This is an optimization exercise on Yosys and OpenROAD, whose aim is small area, a short achievable clock period and few clock cycles per item, not a production implementation.
At most, simulation tests tie the RTL to the original design; equivalence was not proved.
The clock port is modelled as an ideal driver; clocking choices that lean on that would not hold on a real chip.
No activity file was given, so power comes from the tool's default toggle rates.

==> flow/design.v (excerpt) <==
module fastInvSqrt #(
    parameter INT_WIDTH = 12,       
    parameter FRACT_WIDTH = 4        
    )
    (
    input wire clk,
    input wire rst_n,
    input wire [INT_WIDTH+FRACT_WIDTH-1:0] data_in,
    input wire valid_in,
    output reg ready_in,
    output wire [INT_WIDTH+FRACT_WIDTH-1:0] data_out,
    output reg valid_out,
    input wire ready_out
    );
Size: about 38 I/O pins.
Settings: LEC_CHECK=0, CAP_MARGIN=20, CORE_AREA=2.5 2.5 61.5 61.5, DIE_AREA=0 0 64 64, SLEW_MARGIN=20; clock period 12.5 ns.
standard.sh (not shown) runs the stock make flow with config.mk's settings and CLKGATE_MAP_FILE= SYNTH_SCRIPT=/design/flow/synth_recipe.tcl, a recipe that flattens the netlist after the stock synthesis.
==> flow/flow/run.sh <==
#!/bin/bash
# The standard layout, except:
#  - synthesis maps the logic with flow/abc_custom.script, a light mapping
#    that keeps the RTL's and-inverter graph, instead of ORFS's
#    abc_speed.script (the rest of the synthesis script is the standard flow's own);
#  - port buffers are buf_1 cells;
#  - the constant outputs share one tie cell;
set -euo pipefail
here=$PWD
# A scripts folder that is ORFS's, with abc_speed.script replaced.
mkdir -p scripts_custom
for f in "$FLOW_HOME"/scripts/*; do ln -sf "$f" scripts_custom/; done
rm -f scripts_custom/abc_speed.script
cp flow/abc_custom.script scripts_custom/abc_speed.script
cat > synth_custom.tcl <<EOT
set ::env(SCRIPTS_DIR) $here/scripts_custom
source $here/synth_recipe.tcl
EOT
bash standard.sh SYNTH_SCRIPT=$here/synth_custom.tcl synth > synth.log 2>&1
bash standard.sh "BUFFER_PORTS_ARGS=-buffer_cell sky130_fd_sc_hd__buf_1" SKIP_REPAIR_TIE_FANOUT=1 POST_CTS_TCL=$here/flow/post_cts.tcl finish > standard.log 2>&1
==> flow/flow/abc_custom.script <==
strash
dch
map -B 0.3
topo
stime -c
Other scripts of this flow, unchanged in this note and not shown: flow/flow/post_cts.tcl, flow/flow/sizeopt.tcl
The starting point went through all stages and came out clean.
Then changed:
==> flow/flow/abc_custom.script (replaced) <==
strash
dch
map
topo
stime -c
=>
- total power shrinks by 1.0%
- core utilization came out lower by 0.38 points
- via count went down by 1.4%
- cell count fell by 4.2%
- sequential cell count is unchanged
- critical path depth is lower by 4
- global-route usage went down by 0.15 points
- die area stays the same
No functional check of the RTL was part of any run of this note.

run C:
The RTL this note starts from:
==> flow/design.v <==
module fastInvSqrt #(
    parameter INT_WIDTH = 12,       
    parameter FRACT_WIDTH = 4        
    )
    (
    input wire clk,
    input wire rst_n,
    input wire [INT_WIDTH+FRACT_WIDTH-1:0] data_in,
    input wire valid_in,
    output reg ready_in,
    output wire [INT_WIDTH+FRACT_WIDTH-1:0] data_out,
    output reg valid_out,
    input wire ready_out
    );
    localparam WORD_WIDTH = INT_WIDTH + FRACT_WIDTH;
    function automatic [6:0] rsqrt_q4(input [15:0] x);
        begin
            if      (x == 16'd0)     rsqrt_q4 = 7'd0;
            else if (x <  16'd2)     rsqrt_q4 = 7'd93;
            else if (x <  16'd3)     rsqrt_q4 = 7'd45;
            else if (x <  16'd4)     rsqrt_q4 = 7'd44;
            else if (x <  16'd6)     rsqrt_q4 = 7'd32;
            else if (x <  16'd8)     rsqrt_q4 = 7'd26;
            else if (x <  16'd10)    rsqrt_q4 = 7'd23;
            else if (x <  16'd12)    rsqrt_q4 = 7'd20;
            else if (x <  16'd14)    rsqrt_q4 = 7'd18;
            else if (x <  16'd16)    rsqrt_q4 = 7'd17;
            else if (x <  16'd18)    rsqrt_q4 = 7'd16;
            else if (x <  16'd20)    rsqrt_q4 = 7'd15;
            else if (x <  16'd24)    rsqrt_q4 = 7'd14;
            else if (x <  16'd28)    rsqrt_q4 = 7'd13;
            else if (x <  16'd32)    rsqrt_q4 = 7'd12;
            else if (x <  16'd38)    rsqrt_q4 = 7'd11;
            else if (x <  16'd46)    rsqrt_q4 = 7'd10;
            else if (x <  16'd58)    rsqrt_q4 = 7'd9;
            else if (x <  16'd72)    rsqrt_q4 = 7'd8;
            else if (x <  16'd96)    rsqrt_q4 = 7'd7;
            else if (x <  16'd134)   rsqrt_q4 = 7'd6;
            else if (x <  16'd198)   rsqrt_q4 = 7'd5;
            else if (x <  16'd322)   rsqrt_q4 = 7'd4;
            else if (x <  16'd608)   rsqrt_q4 = 7'd3;
            else if (x <  16'd1538)  rsqrt_q4 = 7'd2;
            else if (x <  16'd8194)  rsqrt_q4 = 7'd1;
            else                     rsqrt_q4 = 7'd0;
        end
    endfunction
    reg [6:0] result;    
    wire full_next = valid_in | ~ready_in;   
    always @(posedge clk) begin
        if (!rst_n) begin
            valid_out <= 1'b0;
            ready_in <= 1'b1;
        end else begin
            valid_out <= ready_out & full_next;
            ready_in <= ready_out | ~full_next;
        end
    end
    always @(posedge clk) begin
        if (ready_in) result <= rsqrt_q4(data_in);
    end
    assign data_out = {{(WORD_WIDTH-7){1'b0}}, result};
endmodule
Settings: LEC_CHECK=0, CAP_MARGIN=20, CORE_AREA=2.5 2.5 61.5 61.5, DIE_AREA=0 0 64 64, SLEW_MARGIN=20; clock period 12.5 ns.
==> flow/flow/run.sh <==
#!/bin/bash
# The standard layout, except:
#  - synthesis maps the logic with flow/abc_custom.script instead of ORFS's
#    abc_speed.script (the rest of the synthesis script is the standard flow's own);
#  - port buffers are buf_2 cells;
#  - the constant outputs share one tie cell.
set -euo pipefail
here=$PWD
# A scripts folder that is ORFS's, with abc_speed.script replaced.
mkdir -p scripts_custom
for f in "$FLOW_HOME"/scripts/*; do ln -sf "$f" scripts_custom/; done
rm -f scripts_custom/abc_speed.script
cp flow/abc_custom.script scripts_custom/abc_speed.script
cat > synth_custom.tcl <<EOT
set ::env(SCRIPTS_DIR) $here/scripts_custom
source $here/synth_recipe.tcl
EOT
bash standard.sh SYNTH_SCRIPT=$here/synth_custom.tcl synth > synth.log 2>&1
bash standard.sh "BUFFER_PORTS_ARGS=-buffer_cell sky130_fd_sc_hd__buf_2" SKIP_REPAIR_TIE_FANOUT=1 finish > standard.log 2>&1
==> flow/flow/abc_custom.script <==
strash
dc2
collapse
strash
dc2
dc2
dch
map -B 0.3
topo
stime -c
Run C ran to completion and came out clean on the timing, design-rule and antenna checks.
Testbench counts of run C, summed over its fixed seeds: cycles 1,028, items 1,024.
--- input diff run C..run A ---
Settings: ABC_CLOCK_PERIOD_IN_PS newly set to 1000.
==> flow/flow/run.sh <==
#!/bin/bash
# Standard layout, with the port buffers made of buf_2 cells instead of the
# cell buffer_ports picks by default.
set -euo pipefail
bash standard.sh "BUFFER_PORTS_ARGS=-buffer_cell sky130_fd_sc_hd__buf_2" finish > standard.log 2>&1
removed: flow/flow/abc_custom.script
Notes after the runs:
- Diff run C -> run A: ratio of final minimum period to clock period went up by 1.7 points, routed wire length went down 9.1%.
- Layout buffering overhead excluding clock cells: run A < run C
- Summary — total placed instance area, run A relative to run C: higher, by about 4%.
- Run A ends up with higher post-layout minimum cycle time than run C does.
- Diff run A..run C | path length in cells of the critical path | unchanged
- Length of routed met3 wiring ends up lower on run A.

// fastInvSqrt: RTL as listed in full above, without the edits since
clock: 12.5 ns
lec_check: 0
cap_margin: 20
core_area: 2.5 2.5 61.5 61.5
die_area: 0 0 64 64
slew_margin: 20
run.sh (not shown) runs the stock make flow with config.mk's settings and CLKGATE_MAP_FILE= SYNTH_SCRIPT=/design/flow/synth_recipe.tcl, a recipe that flattens the netlist after the stock synthesis.
Stock flow here: none of the scripts above is used.
Testbench counts at the start, summed over its fixed seeds: cycles 1,028, items 1,024.
==> next run, changes <==
==> flow/flow/run.sh (new file) <==
#!/bin/bash
# Standard layout, with the port buffers made of buf_2 cells instead of the
# cell buffer_ports picks by default.
set -euo pipefail
bash standard.sh "BUFFER_PORTS_ARGS=-buffer_cell sky130_fd_sc_hd__buf_2" SETUP_SLACK_MARGIN=9.3 finish > standard.log 2>&1
==> flow/standard.sh (new file) <==
#!/bin/bash
# synth_recipe.tcl (not shown) runs the flow's synth.tcl, then flattens the netlist and writes it again
# the make line also repeats each setting of config.mk as NAME=value (left out here)
make -C /OpenROAD-flow-scripts/flow DESIGN_CONFIG=/design/flow/config.mk WORK_HOME=/design/flow/orfs CLKGATE_MAP_FILE= SYNTH_SCRIPT=/design/flow/synth_recipe.tcl "${@:-finish}"
removed: flow/run.sh
What happened:
- The changed run passed the timing, design-rule and antenna checks
- utilization increases by 6.0 points
- power is higher by 5.3%
- combinational power rises by 18%
==> next run, changes <==
==> flow/flow/run.sh (replaced) <==
#!/bin/bash
# Standard layout, with the port buffers made of buf_2 cells instead of the
# cell buffer_ports picks by default.
set -euo pipefail
bash standard.sh "BUFFER_PORTS_ARGS=-buffer_cell sky130_fd_sc_hd__buf_2" finish > standard.log 2>&1
Clock power falls by about 2%.
Sequential power stays flat.
Combinational power falls by 32%.
Core utilization falls by 10 points.
Wire length falls by 21%.
Cell area falls by 25%.
Synthesized cell count is unchanged.
Setup slack gets worse by 0.17 ns.
Clock skew hardly moves.
Fmax falls by 4.3%.
Count of clock-buffer cells in the layout is unchanged.

== job 4568 ==
fastInvSqrt, a different RTL version from the one above (not shown whole).
export LEC_CHECK = 0
export CAP_MARGIN = 20
export CORE_AREA = 2.5 2.5 61.5 61.5
export DIE_AREA = 0 0 64 64
export SLEW_MARGIN = 20
create_clock -name core_clock -period 12.5 [get_ports {clk}]
standard.sh (not shown) runs the stock make flow with config.mk's settings and CLKGATE_MAP_FILE= SYNTH_SCRIPT=/design/flow/synth_recipe.tcl, a recipe that flattens the netlist after the stock synthesis.
==> flow/flow/run.sh <==
#!/bin/bash
# The standard layout, except:
#  - synthesis maps the logic with flow/abc_custom.script, a light mapping
#    that keeps the RTL's and-inverter graph, instead of ORFS's
#    abc_speed.script (the rest of the synthesis script is the standard flow's own);
#  - port buffers are buf_1 cells;
#  - the constant outputs share one tie cell;
set -euo pipefail
here=$PWD
# A scripts folder that is ORFS's, with abc_speed.script replaced.
mkdir -p scripts_custom
for f in "$FLOW_HOME"/scripts/*; do ln -sf "$f" scripts_custom/; done
rm -f scripts_custom/abc_speed.script
cp flow/abc_custom.script scripts_custom/abc_speed.script
cat > synth_custom.tcl <<EOT
set ::env(SCRIPTS_DIR) $here/scripts_custom
source $here/synth_recipe.tcl
EOT
bash standard.sh SYNTH_SCRIPT=$here/synth_custom.tcl synth > synth.log 2>&1
bash standard.sh "BUFFER_PORTS_ARGS=-buffer_cell sky130_fd_sc_hd__buf_1" SKIP_REPAIR_TIE_FANOUT=1 POST_CTS_TCL=$here/flow/post_cts.tcl finish > standard.log 2>&1
==> flow/flow/abc_custom.script <==
strash
map
topo
stime -c
==> flow/flow/sizeopt.tcl <==
proc so_eval {} {
  estimate_parasitics -placement
  set ends [find_timing_paths -path_delay max -group_path_count $::so_k -endpoint_path_count 1]
  set ws [get_property [lindex $ends 0] slack]
  set sum 0.0
  foreach e $ends { set sum [expr {$sum + [get_property $e slack]}] }
  return [list [expr {[rsz::design_area] * 1e12 * ($::so_period - $ws)}] $sum]
}
proc so_better {a b} {
  lassign $a m1 s1
  lassign $b m2 s2
  if {$m1 < $m2 - 1e-6} { return 1 }
  if {$m1 <= $m2 + 1e-9 && $s1 > $s2 + 1e-6} { return 1 }
  return 0
}
proc so_family {inst} {
  set m [get_name [get_property $inst liberty_cell]]
  if {![regexp {^(sky130_fd_sc_hd__[a-z0-9]+)_(\d+)$} $m -> base drive]} { return {} }
  set out {}
  foreach lc [get_lib_cells ${base}_*] {
    set n [get_name $lc]
    if {[regexp "^${base}_\\d+\$" $n] && $n ne $m} { lappend out $n }
  }
  return $out
}
proc so_skip {inst} {
  set lc [get_property $inst liberty_cell]
  if {$lc eq "" || $lc eq "NULL"} { return 1 }
  return [regexp {df|clkbuf_|conb|tap|fill} [get_name $lc]]
}
proc so_try {inst best} {
  set orig [get_name [get_property $inst liberty_cell]]
  set bestcell $orig
  foreach c [so_family $inst] {
    replace_cell $inst $c
    set v [so_eval]
    if {[so_better $v $best]} { set best $v; set bestcell $c }
  }
  replace_cell $inst $bestcell
  return [list $best [expr {$bestcell ne $orig}] $bestcell]
}
proc size_for_area_period {period {k 8}} {
  set ::so_period $period
  set ::so_k $k
  set best [so_eval]
  puts "sizeopt: start $best"
  for {set pass 0} {$pass < 40} {incr pass} {
    set changed 0
    set insts {}
    foreach e [find_timing_paths -path_delay max -group_path_count $k -endpoint_path_count 1] {
      foreach pt [get_property $e points] {
        if {[catch {set inst [get_cells -of_objects [get_property $pt pin]]}] || $inst eq ""} { continue }
        if {[lsearch -exact $insts [get_name $inst]] < 0} { lappend insts [get_name $inst] }
      }
    }
    foreach name $insts {
      set inst [get_cells $name]
      if {[so_skip $inst]} { continue }
      lassign [so_try $inst $best] best ch cell
      if {$ch} { incr changed; puts "sizeopt: $name -> $cell $best" }
    }
    if {!$changed} { break }
  }
  foreach inst [get_cells *] {
    if {[so_skip $inst]} { continue }
    lassign [so_try $inst $best] best ch cell
    if {$ch} { puts "sizeopt: [get_name $inst] -> $cell $best" }
  }
  puts "sizeopt: end $best"
}
Other scripts of this flow, unchanged in this note and not shown: flow/flow/post_cts.tcl
Testbench counts of job 4568, summed over its fixed seeds: cycles 1,028, items 1,024.
Setup changes, job 4568 to job 9504
==> flow/flow/abc_custom.script <==
strash
dch
map -B 0.1
topo
stime -c
### Flow results
Taking job 4568 as the reference, in job 9504 register-to-register slack moved down; area added between synthesis and finish moved up; critical path arrival moved down; area of the mapped netlist moved down.
For job 3303, these inputs were changed with respect to job 9504:
==> flow/flow/abc_custom.script <==
strash
dch
map
topo
stime -c
--- a/flow/flow/sizeopt.tcl
+++ b/flow/flow/sizeopt.tcl
@@ -29 +29 @@
-  return [regexp {df|clkbuf_|conb|tap|fill} [get_name $lc]]
+  return [regexp {clkbuf_|clkinv|conb|tap|fill} [get_name $lc]]
Job 3303 went all the way through synthesis, placement and routing and the layout is clean on timing, DRC and antenna.
Job 9504 -> job 3303: final count of pins violating max slew flat
Looking at cell count, job 3303 sits 1.8% higher than job 9504 does.
Highest routed metal layer = met3: job 9504; highest routed metal layer = met4: job 3303
Job 9504 -> job 3303: post-synthesis sequential element count delta 0, exact match
For job 726, these inputs were changed with respect to job 3303:
==> flow/flow/abc_custom.script <==
strash
dch
map -B 0.2
topo
stime -c
--- a/flow/flow/sizeopt.tcl
+++ b/flow/flow/sizeopt.tcl
@@ -29 +29 @@
-  return [regexp {clkbuf_|clkinv|conb|tap|fill} [get_name $lc]]
+  return [regexp {df|clkbuf_|conb|tap|fill} [get_name $lc]]
- Taking job 3303 as the reference, in job 726 maximum net fanout on the critical path grew by 2, share of total power consumed by net switching went up, timing-limited maximum frequency shrank by 1.5%, wire length of the first global-routing pass went down, mean post-synth cell area up about 0.9%.
- Compared job 726 against job 3303; final cell utilization of the core within noise.
- Comparing job 726 with job 3303, the global-route usage came out essentially unchanged.
- On combinational share of power: between job 3303 and job 726, it ends up lower for job 3303.
- Setup slack deteriorates in job 726 relative to job 3303.
- In the flow results for job 3303 and job 726, the post-route total power is larger on job 3303.

port drivers added, routing unchanged:
No port has a modelled driver above. Below, the same layouts with a new extraction and two added sets of constraints.
Step 1: set_driving_cell puts a clkbuf_16 on clk and a buf_2 on each other input, an assumption about the parent block.
Step 2 adds t to the input delays and takes it off the output delays; t is the mean of the earliest and latest rising clock arrival at the registers after step 1. Input paths then give back, and output paths get back, about the clock's delay inside the block.
Three values: no drivers, after step 1, after step 2; two values: the first two.
| run | shift t [ns] | slack for setup (ns) | worst setup path at the end | cell pins on the clock port's net |
|---|---|---|---|---|
| the first run of note 1 | 0.269 | 8.842 / 8.828 / 8.559 | input to register | 1 |
| the second run of note 1 | 0.266 | 8.902 / 8.896 / 8.630 | input to register | 1 |
| run C | 0.267 | 8.815 / 8.811 / 8.544 | input to register | 1 |
| run A | 0.269 | 8.599 / 8.597 / 8.329 | input to register | 1 |
| the first run of note 3 | 0.267 | 7.979 / 7.975 / 7.709 | input to register | 1 |
| the second run of note 3 | 0.266 | 8.766 / 8.754 / 8.488 | input to register | 1 |
| the third run of note 3 | 0.269 | 8.599 / 8.597 / 8.329 | input to register | 1 |
| job 4568 | 0.262 | 8.990 / 8.990 / 8.729 | input to register | 1 |
| job 9504 | 0.259 | 9.001 / 8.995 / 8.736 | input to register | 1 |
| job 3303 | 0.264 | 9.008 / 9.005 / 8.741 | input to register | 1 |
| job 726 | 0.268 | 8.956 / 8.953 / 8.686 | input to register | 1 |
After both steps setup and hold are still met in every run listed. The setup slack of the first run of note 1, which loses most, moves by -0.014 ns with the drivers and by -0.283 ns with both steps.
